Background: an optimization exercise with open tools, aiming at small area and a short achievable clock period. Do not read the settings as production practice.
Function was checked by simulation only, so behaviour that the tests miss may differ from the original.
No activity file was given, so power comes from the tool's default toggle rates.

delta:
// FP32Multi
module FP32Multi
(
    input         clk,
    input         input_valid,
    input [31:0]  x1,
    input [31:0]  x2,
    output [31:0] y,
    output reg    out_valid
);
wire [7:0]  e1 = x1[30:23];
wire [7:0]  e2 = x2[30:23];
wire        nz1 = |e1;
wire        nz2 = |e2;
wire        inf_0  = (&e1) | (&e2);
wire        zero_0 = ~(|x1[30:0]) | ~(|x2[30:0]);
wire [8:0]  esum_0 = {1'b0, e1} + {1'b0, e2};
wire [4:0]  lzf1, lzf2;
FP32Mul_lzc u_lzc1 (.f(x1[22:0]), .lz(lzf1));
FP32Mul_lzc u_lzc2 (.f(x2[22:0]), .lz(lzf2));
wire [4:0]  lz_0 = (lzf1 & {5{~nz1}}) | (lzf2 & {5{~nz2}});
wire [24:0] bm = {nz2, x2[22:0], 1'b0};
wire [11:0] one_0, two_0, neg_0;
genvar gi;
generate for (gi = 0; gi < 12; gi = gi + 1) begin : g_booth
    assign one_0[gi] = bm[2*gi+1] ^ bm[2*gi];
    assign two_0[gi] = (bm[2*gi+2] & ~bm[2*gi+1] & ~bm[2*gi]) | (~bm[2*gi+2] & bm[2*gi+1] & bm[2*gi]);
    assign neg_0[gi] = bm[2*gi+2] & ~(bm[2*gi+1] & bm[2*gi]);
end endgenerate
reg [23:0] m1_1;
reg [11:0] one_1, two_1, neg_1;
reg        top_1;
reg [8:0]  es_1;
reg        inf_1, zero_1;
reg [4:0]  lz_1;
reg        s_1, v_1;
always @(posedge clk) begin
    m1_1  <= {nz1, x1[22:0]};
    one_1 <= one_0;
    two_1 <= two_0;
    neg_1 <= neg_0;
    top_1 <= nz2;
    es_1  <= esum_0;
    inf_1 <= inf_0;
    zero_1 <= zero_0;
    lz_1  <= lz_0;
    s_1   <= x1[31] ^ x2[31];
    v_1   <= input_valid;
end
    wire one0 = one_1[0];
    wire two0 = two_1[0];
    wire neg0 = neg_1[0];
    wire p1 = (one0 & m1_1[0]) ^ neg0;
    wire p2;
    FP32Mul_bsel u_p2 (.one(one0), .two(two0), .neg(neg0), .a1(m1_1[1]), .a0(m1_1[0]), .p(p2));
    wire p3;
    FP32Mul_bsel u_p3 (.one(one0), .two(two0), .neg(neg0), .a1(m1_1[2]), .a0(m1_1[1]), .p(p3));
    wire p4;
    FP32Mul_bsel u_p4 (.one(one0), .two(two0), .neg(neg0), .a1(m1_1[3]), .a0(m1_1[2]), .p(p4));
    wire p5;
    FP32Mul_bsel u_p5 (.one(one0), .two(two0), .neg(neg0), .a1(m1_1[4]), .a0(m1_1[3]), .p(p5));
    wire p6;
    FP32Mul_bsel u_p6 (.one(one0), .two(two0), .neg(neg0), .a1(m1_1[5]), .a0(m1_1[4]), .p(p6));
    wire p7;
    FP32Mul_bsel u_p7 (.one(one0), .two(two0), .neg(neg0), .a1(m1_1[6]), .a0(m1_1[5]), .p(p7));
    wire p8;
  ...
Size: ~260 flip-flops, roughly 99 I/O pins, roughly 0.022 mm² of cells after synthesis.
clock: 8.5 ns
lec_check: 0
cap_margin: 20
core_margin: 2
core_utilization: 65
cts_cluster_diameter: 100
cts_cluster_size: 30
place_density: 0.78
setup_slack_margin: 5
slew_margin: 20
synth_hierarchical: 1
tns_end_percent: 0
standard.sh (not shown) runs the stock make flow with config.mk's settings and CLKGATE_MAP_FILE= SYNTH_SCRIPT=/design/flow/synth_recipe.tcl, a recipe that flattens the netlist after the stock synthesis.
==> flow/flow/run.sh <==
#!/bin/bash
# Layout flow: the standard ORFS flow (standard.sh) unchanged except for
#  - synthesis: the same script, but ABC maps with flow/abc.script (area
#    oriented, no ABC-side buffering or sizing; OpenROAD sizes the gates
#    after placement);
#  - flow/env.sh: extra ORFS settings (port buffers are buf_1 cells).
# All tool output goes to flow_make.log and ORFS's own logs under orfs/logs.
set -euo pipefail
HERE=$(pwd)
ABC_D=${ABC_D:-$(cat flow/abc_d.txt 2>/dev/null || echo 3300)}
{
  cat <<'EOT'
proc abc {args} {
  set new {}
  set skip 0
  foreach a $args {
    if {$skip} { set skip 0; continue }
    if {$a eq "-script"} { lappend new -script $::env(MY_ABC_SCRIPT); set skip 1; continue }
    if {$a eq "-D"} { lappend new -D $::env(MY_ABC_D); set skip 1; continue }
    lappend new $a
  }
  puts "flow abc: $new"
  yosys abc {*}$new
}
EOT
  cat synth_recipe.tcl
} > my_synth.tcl
# optional extra ORFS settings
[ -f flow/env.sh ] && source flow/env.sh
export MY_ABC_SCRIPT=$HERE/flow/abc.script
export MY_ABC_D=$ABC_D
sed "s#SYNTH_SCRIPT=[^ ]*#SYNTH_SCRIPT=$HERE/my_synth.tcl#" standard.sh > my_standard.sh
bash my_standard.sh > flow_make.log 2>&1
==> flow/flow/abc.script <==
&get -n
&st
&dch
&nf -R 1000
&put
topo
stime -c
==> flow/flow/env.sh <==
export BUFFER_PORTS_ARGS="-buffer_cell sky130_fd_sc_hd__buf_1"
Every stage of the flow completed for delta, and the final layout passed the timing, design-rule and antenna checks.
### delta -> zinc
Settings: a change of PLACE_DENSITY from 0.78 to 0.72; a change of CORE_UTILIZATION from 65 to 60.
## What came out
In zinc, the worst setup slack came out 20 ps above the value in delta.
zinc ended up with sb_2[26] as its critical path capture point; delta ended up with sa_2[25].
Comparing delta against zinc, there is no change at all in area of the mapped netlist.
As of zinc, routed length on met3 had fallen by more than 10% compared to delta.
Row part of the cycle the worst path needs: zinc lower / delta higher
In the tables for delta and zinc, total design power reads lower with zinc.
In the tables for delta and zinc, final cell count without fillers reads higher with zinc.
Diff delta -> zinc: cell area down about 1%; clock distribution area overhead in the final layout moved up.
Changes in raven relative to zinc:
Settings: a deleted CTS_CLUSTER_DIAMETER that had been 100; a deleted CTS_CLUSTER_SIZE that had been 30.
diff --git a/flow/flow/run.sh b/flow/flow/run.sh
--- a/flow/flow/run.sh
+++ b/flow/flow/run.sh
@@ -1,8 +1,5 @@
 #!/bin/bash
-# Layout flow: the standard ORFS flow (standard.sh) unchanged except for
-#  - synthesis: the same script, but ABC maps with flow/abc.script (area
-#    oriented, no ABC-side buffering or sizing; OpenROAD sizes the gates
-#    after placement);
-#  - flow/env.sh: extra ORFS settings (port buffers are buf_1 cells).
-# All tool output goes to flow_make.log and ORFS's own logs under orfs/logs.
+# Layout flow: the standard ORFS flow, with synthesis mapped by the ABC
+# script in flow/abc.script (no ABC-side buffering/sizing; OpenROAD sizes
+# the gates after placement) at a tighter ABC delay target.
 set -euo pipefail
Findings:
[compare] base=zinc new=raven: global-route usage over all layers now sits higher; post-layout instance count excluding filler cells now sits higher; length of the first detailed-routing pass in iterations now sits higher. Of raven and zinc, the higher setup slack belongs to raven. In the tables for raven and zinc, final cell area excluding filler cells reads higher with raven. More vias were needed by raven than by zinc.

==> afterwards: timing with drivers on the ports <==
How much do the figures lean on ideal ports? The routed layouts below were timed once more, with nothing changed but the port constraints. Step 1 assumes that a clkbuf_16 drives the clock port and a buf_2 every other input. Step 2 adds t to the input delays and takes it off the output delays; t is the mean of the earliest and latest rising clock arrival at the registers after step 1. Input paths then give back, and output paths get back, about the clock's delay inside the block. Slacks: no drivers / after step 1 / after step 2; pairs: no drivers / after step 1.
run | t (ns) | setup slack, ns | worst setup path at the end | slew at the worst register clock pin (ns)
delta | 0.567 | 4.925 / 4.925 / 4.925 | register to register | 0.12 / 0.12
zinc | 0.573 | 4.945 / 4.945 / 4.885 | input to register | 0.11 / 0.11
raven | 0.646 | 4.984 / 4.984 / 4.913 | input to register | 0.07 / 0.07
After both steps every run listed still meets setup and hold. For raven, which loses most, drivers alone change the setup slack by 0.000 ns; drivers and shift together by -0.071 ns.
